Background: an optimization exercise with open tools, aiming at small area, a short achievable clock period and few clock cycles. Do not read the settings as production practice. The flow treats the clock pin as an ideal source, which a real chip does not have. Power is estimated from default activity; no workload was simulated.

== job 9035 ==
Design fsm, start of the top module:
module fsm(
    input [15:0] dataIn,
    input R_I,
    input reset,
    input clk,
    output reg REG_ERROR,
    output [15:0] dataOut,
    output reg R_O
);
wire        s = dataIn[15];
wire [14:0] x = dataIn[14:0];
wire        busy = R_O | REG_ERROR;
wire [11:0] lo;
assign lo[0] = 1'b0;
genvar g;
generate
    for (g = 1; g < 12; g = g + 1) begin : p
        assign lo[g] = |x[g-1:0];
    end
endgenerate
wire [11:0] m = s ? (12'd0 - x[11:0]) : x[11:0];
wire err = s ? ~&x[14:11] : (|x[14:12] | (x[11] & lo[11]));
wire l4 = s ? (&x[10:4] & lo[4]) : ~|x[11:4];
wire l8 = s ? (&x[10:8] & lo[8]) : ~|x[11:8];
wire [11:0] t4;
assign t4[11:8] = m[11:8] | ({4{l8}} & m[7:4]) | ({4{l4}} & m[3:0]);
assign t4[7:4]  = ({4{~l8}} & m[7:4]) | ({4{l8 & ~l4}} & m[3:0]);
assign t4[3:0]  = {4{~l8}} & m[3:0];
wire f1 = ~t4[11] & t4[10];
wire f2 = ~t4[11] & ~t4[10] & t4[9];
wire f3 = ~t4[11] & ~t4[10] & ~t4[9] & t4[8];
reg        sgn, q8, q4, p1, p2, p3;
reg [11:0] r4;
always @(posedge clk) begin
    sgn <= s;
    q8  <= l4;
    q4  <= l8 & ~l4;
    p1  <= f1;
    p2  <= f2;
    p3  <= f3;
    r4  <= t4;
    if (reset) begin
        R_O       <= 1'b0;
        REG_ERROR <= 1'b0;
    end else begin
        R_O       <= R_I & ~busy & ~err;
        REG_ERROR <= R_I & ~busy & err;
    end
end
wire p0 = r4[11];
wire [13:0] rz = {r4, 2'b00};
generate
    for (g = 0; g < 10; g = g + 1) begin : o_m
        assign dataOut[g] = (p0 & rz[g+3]) | (p1 & rz[g+2]) | (p2 & rz[g+1]) | (p3 & rz[g]);
    end
endgenerate
assign dataOut[10] = p1 | p3;
assign dataOut[11] = p0 | p3;
assign dataOut[12] = p3 ^ q4;
assign dataOut[13] = p3 ? q8 : ~(q4 | q8);
assign dataOut[14] = (p0 | p1 | p2 | p3) & ~(p3 & q8);
assign dataOut[15] = sgn;
endmodule
Size in the first run: about 20 flip-flops.
==> module fsm, before the edit <==
module fsm(
    input [15:0] dataIn,
    input R_I,
    input reset,
    input clk,
    output reg REG_ERROR,
    output [15:0] dataOut,
    output reg R_O
);
wire        s = dataIn[15];
wire [14:0] x = dataIn[14:0];
wire        busy = R_O | REG_ERROR;
wire [11:0] lo;
assign lo[0] = 1'b0;
genvar g;
generate
    for (g = 1; g < 12; g = g + 1) begin : p
        assign lo[g] = |x[g-1:0];
    end
endgenerate
wire [11:0] m = s ? (12'd0 - x[11:0]) : x[11:0];
wire err = s ? ~&x[14:11] : (|x[14:12] | (x[11] & lo[11]));
wire l4 = s ? (&x[10:4] & lo[4]) : ~|x[11:4];
wire l8 = s ? (&x[10:8] & lo[8]) : ~|x[11:8];
wire [11:0] t4;
assign t4[11:8] = m[11:8] | ({4{l8}} & m[7:4]) | ({4{l4}} & m[3:0]);
assign t4[7:4]  = ({4{~l8}} & m[7:4]) | ({4{l8 & ~l4}} & m[3:0]);
assign t4[3:0]  = {4{~l8}} & m[3:0];
wire f1 = ~t4[11] & t4[10];
wire f2 = ~t4[11] & ~t4[10] & t4[9];
wire f3 = ~t4[11] & ~t4[10] & ~t4[9] & t4[8];
reg        sgn, q8, q4, p1, p2, p3;
reg [11:0] r4;
always @(posedge clk) begin
    sgn <= s;
    q8  <= l4;
    q4  <= l8 & ~l4;
    p1  <= f1;
    p2  <= f2;
    p3  <= f3;
    r4  <= t4;
    if (reset) begin
        R_O       <= 1'b0;
        REG_ERROR <= 1'b0;
    end else begin
        R_O       <= R_I & ~busy & ~err;
        REG_ERROR <= R_I & ~busy & err;
    end
end
wire p0 = r4[11];
wire [13:0] rz = {r4, 2'b00};
generate
    for (g = 0; g < 10; g = g + 1) begin : o_m
        assign dataOut[g] = (p0 & rz[g+3]) | (p1 & rz[g+2]) | (p2 & rz[g+1]) | (p3 & rz[g]);
    end
endgenerate
assign dataOut[10] = p1 | p3;
assign dataOut[11] = p0 | p3;
assign dataOut[12] = p3 ^ q4;
assign dataOut[13] = p3 ? q8 : ~(q4 | q8);
assign dataOut[14] = (p0 | p1 | p2 | p3) & ~(p3 & q8);
assign dataOut[15] = sgn;
endmodule
clock: 5.0 ns
lec_check: 0
cap_margin: 20
core_area: 2 2 62 62
die_area: 0 0 64 64
setup_slack_margin: 2.68
slew_margin: 20
standard.sh (not shown) runs the stock make flow with config.mk's settings and CLKGATE_MAP_FILE= SYNTH_SCRIPT=/design/flow/synth_recipe.tcl, a recipe that flattens the netlist after the stock synthesis.
==> flow/flow/run.sh <==
#!/bin/bash
# ORFS layout as in standard.sh (the standard flow's own layout), with two changes:
#  - synthesis is synth_recipe.tcl, except that ABC maps with the script in
#    flow/map.abc (plain mapping, no sizing: the resizer sizes the cells
#    later) and, if MY_ABC_AVOID is set, without the slow many-input cells it
#    names; registers are mapped as in synth_recipe.tcl and keep their names;
#  - plain buf_1 cells as the port buffers (the resizer upsizes them where
#    timing needs it).
# Settings are in flow/params.sh; the ORFS output goes to standard_flow.log
# and the per-step logs under orfs/logs.
set -euo pipefail
W=$PWD
source "$W/flow/params.sh"
export MY_ABC_D MY_ABC_SCRIPT
# cells whose names match MY_ABC_AVOID (a regular expression) are kept out of ABC's library
MY_ABC_DONTUSE=""
if [[ -n "${MY_ABC_AVOID:-}" ]]; then
  MY_ABC_DONTUSE=$(grep -oE '^\s*cell *\( *"?sky130_fd_sc_hd__[a-z0-9_]+' "$FLOW_HOME/platforms/sky130hd/lib/sky130_fd_sc_hd__tt_025C_1v80.lib" \
    | grep -oE 'sky130_fd_sc_hd__[a-z0-9_]+' | grep -E "sky130_fd_sc_hd__($MY_ABC_AVOID)" | tr '\n' ' ')
fi
export MY_ABC_DONTUSE
# clock tree options, if set, replace ORFS's defaults for clock_tree_synthesis
if [[ -n "${MY_CTS_ARGS:-}" ]]; then export CTS_ARGS="$MY_CTS_ARGS"; fi
# extra ORFS variables (NAME=value words), e.g. repair options
for kv in ${MY_ENV:-}; do export "$kv"; done
export BUFFER_PORTS_ARGS="-buffer_cell sky130_fd_sc_hd__buf_1"
sed "s#SYNTH_SCRIPT=[^ ]*#SYNTH_SCRIPT=$W/flow/my_synth.tcl#" standard.sh > my_standard.sh
bash my_standard.sh finish > standard_flow.log 2>&1
Other scripts of this flow, unchanged in this note and not shown: flow/flow/map.abc, flow/flow/my_synth.tcl, flow/flow/params.sh
The inputs of job 6294 differ from those of job 9035 as listed below.
--- a/flow/design.v
+++ b/flow/design.v
@@ -16,27 +16,29 @@
 generate
     for (g = 1; g < 12; g = g + 1) begin : p
         assign lo[g] = |x[g-1:0];
     end
 endgenerate
-wire [11:0] m = s ? (12'd0 - x[11:0]) : x[11:0];
+wire [11:0] m = x[11:0] ^ ({12{s}} & lo);
 wire err = s ? ~&x[14:11] : (|x[14:12] | (x[11] & lo[11]));
 wire l4 = s ? (&x[10:4] & lo[4]) : ~|x[11:4];
 wire l8 = s ? (&x[10:8] & lo[8]) : ~|x[11:8];
 wire [11:0] t4;
 assign t4[11:8] = m[11:8] | ({4{l8}} & m[7:4]) | ({4{l4}} & m[3:0]);
 assign t4[7:4]  = ({4{~l8}} & m[7:4]) | ({4{l8 & ~l4}} & m[3:0]);
 assign t4[3:0]  = {4{~l8}} & m[3:0];
-wire f1 = ~t4[11] & t4[10];
-wire f2 = ~t4[11] & ~t4[10] & t4[9];
-wire f3 = ~t4[11] & ~t4[10] & ~t4[9] & t4[8];
+wire k0 = ~l8, k4 = l8 & ~l4;
+wire f1 = (k0 & ~m[11] & m[10]) | (k4 & ~m[7] & m[6]) | (l4 & ~m[3] & m[2]);
+wire f2 = (k0 & ~m[11] & ~m[10] & m[9]) | (k4 & ~m[7] & ~m[6] & m[5]) | (l4 & ~m[3] & ~m[2] & m[1]);
+wire f3 = (k0 & ~m[11] & ~m[10] & ~m[9] & m[8]) | (k4 & ~m[7] & ~m[6] & ~m[5] & m[4])
+        | (l4 & ~m[3] & ~m[2] & ~m[1] & m[0]);
 reg        sgn, q8, q4, p1, p2, p3;
 reg [11:0] r4;
 always @(posedge clk) begin
     sgn <= s;
     q8  <= l4;
-    q4  <= l8 & ~l4;
+    q4  <= k4;
     p1  <= f1;
     p2  <= f2;
     p3  <= f3;
     r4  <= t4;
     if (reset) begin
==> results.txt <==
Per the final summary, job 6294 finished and its layout is clean on timing, DRC and antenna. Sequential cell count of the final layout: job 6294 vs job 9035 — no meaningful difference. Going from job 9035 to job 6294, half-perimeter wire length of the detailed placement result grew by more than 10%. Of job 9035 and job 6294, job 9035 shows the lower setup slack, with job 6294 above it. Leakage power total for job 6294 is lower than for job 9035. As of job 6294, cell area had fallen by a little under 10% compared to job 9035. Switching share of power, job 9035 and job 6294, higher one = job 6294.
No run of this note included a check of the RTL's function; only the layout flow was run.

what the ideal ports hide:
The results above use ideal ports. As a check the final layouts listed here were re-extracted and re-timed, cells and wires unchanged.
Step 1 sets driving cells, clkbuf_16 on the clock port and buf_2 on the other inputs (assumed; they add their load-dependent delay and slew).
Step 2 adds t to the input delays and takes it off the output delays; t is the mean of the earliest and latest rising clock arrival at the registers after step 1. Input paths then give back, and output paths get back, about the clock's delay inside the block.
Slacks: ideal ports / drivers / drivers and shift; pairs: ideal ports / drivers.
run | t, ns | setup WS [ns] | worst setup path at the end | slew at the worst register clock pin (ns)
job 9035 | 0.308 | 2.675 / 2.677 / 2.369 | input to register | 0.10 / 0.10
job 6294 | 0.318 | 2.734 / 2.715 / 2.423 | input to register | 0.11 / 0.11
After both steps every run listed still meets setup and hold. For job 6294, which loses most, drivers alone change the setup slack by -0.019 ns; drivers and shift together by -0.311 ns.
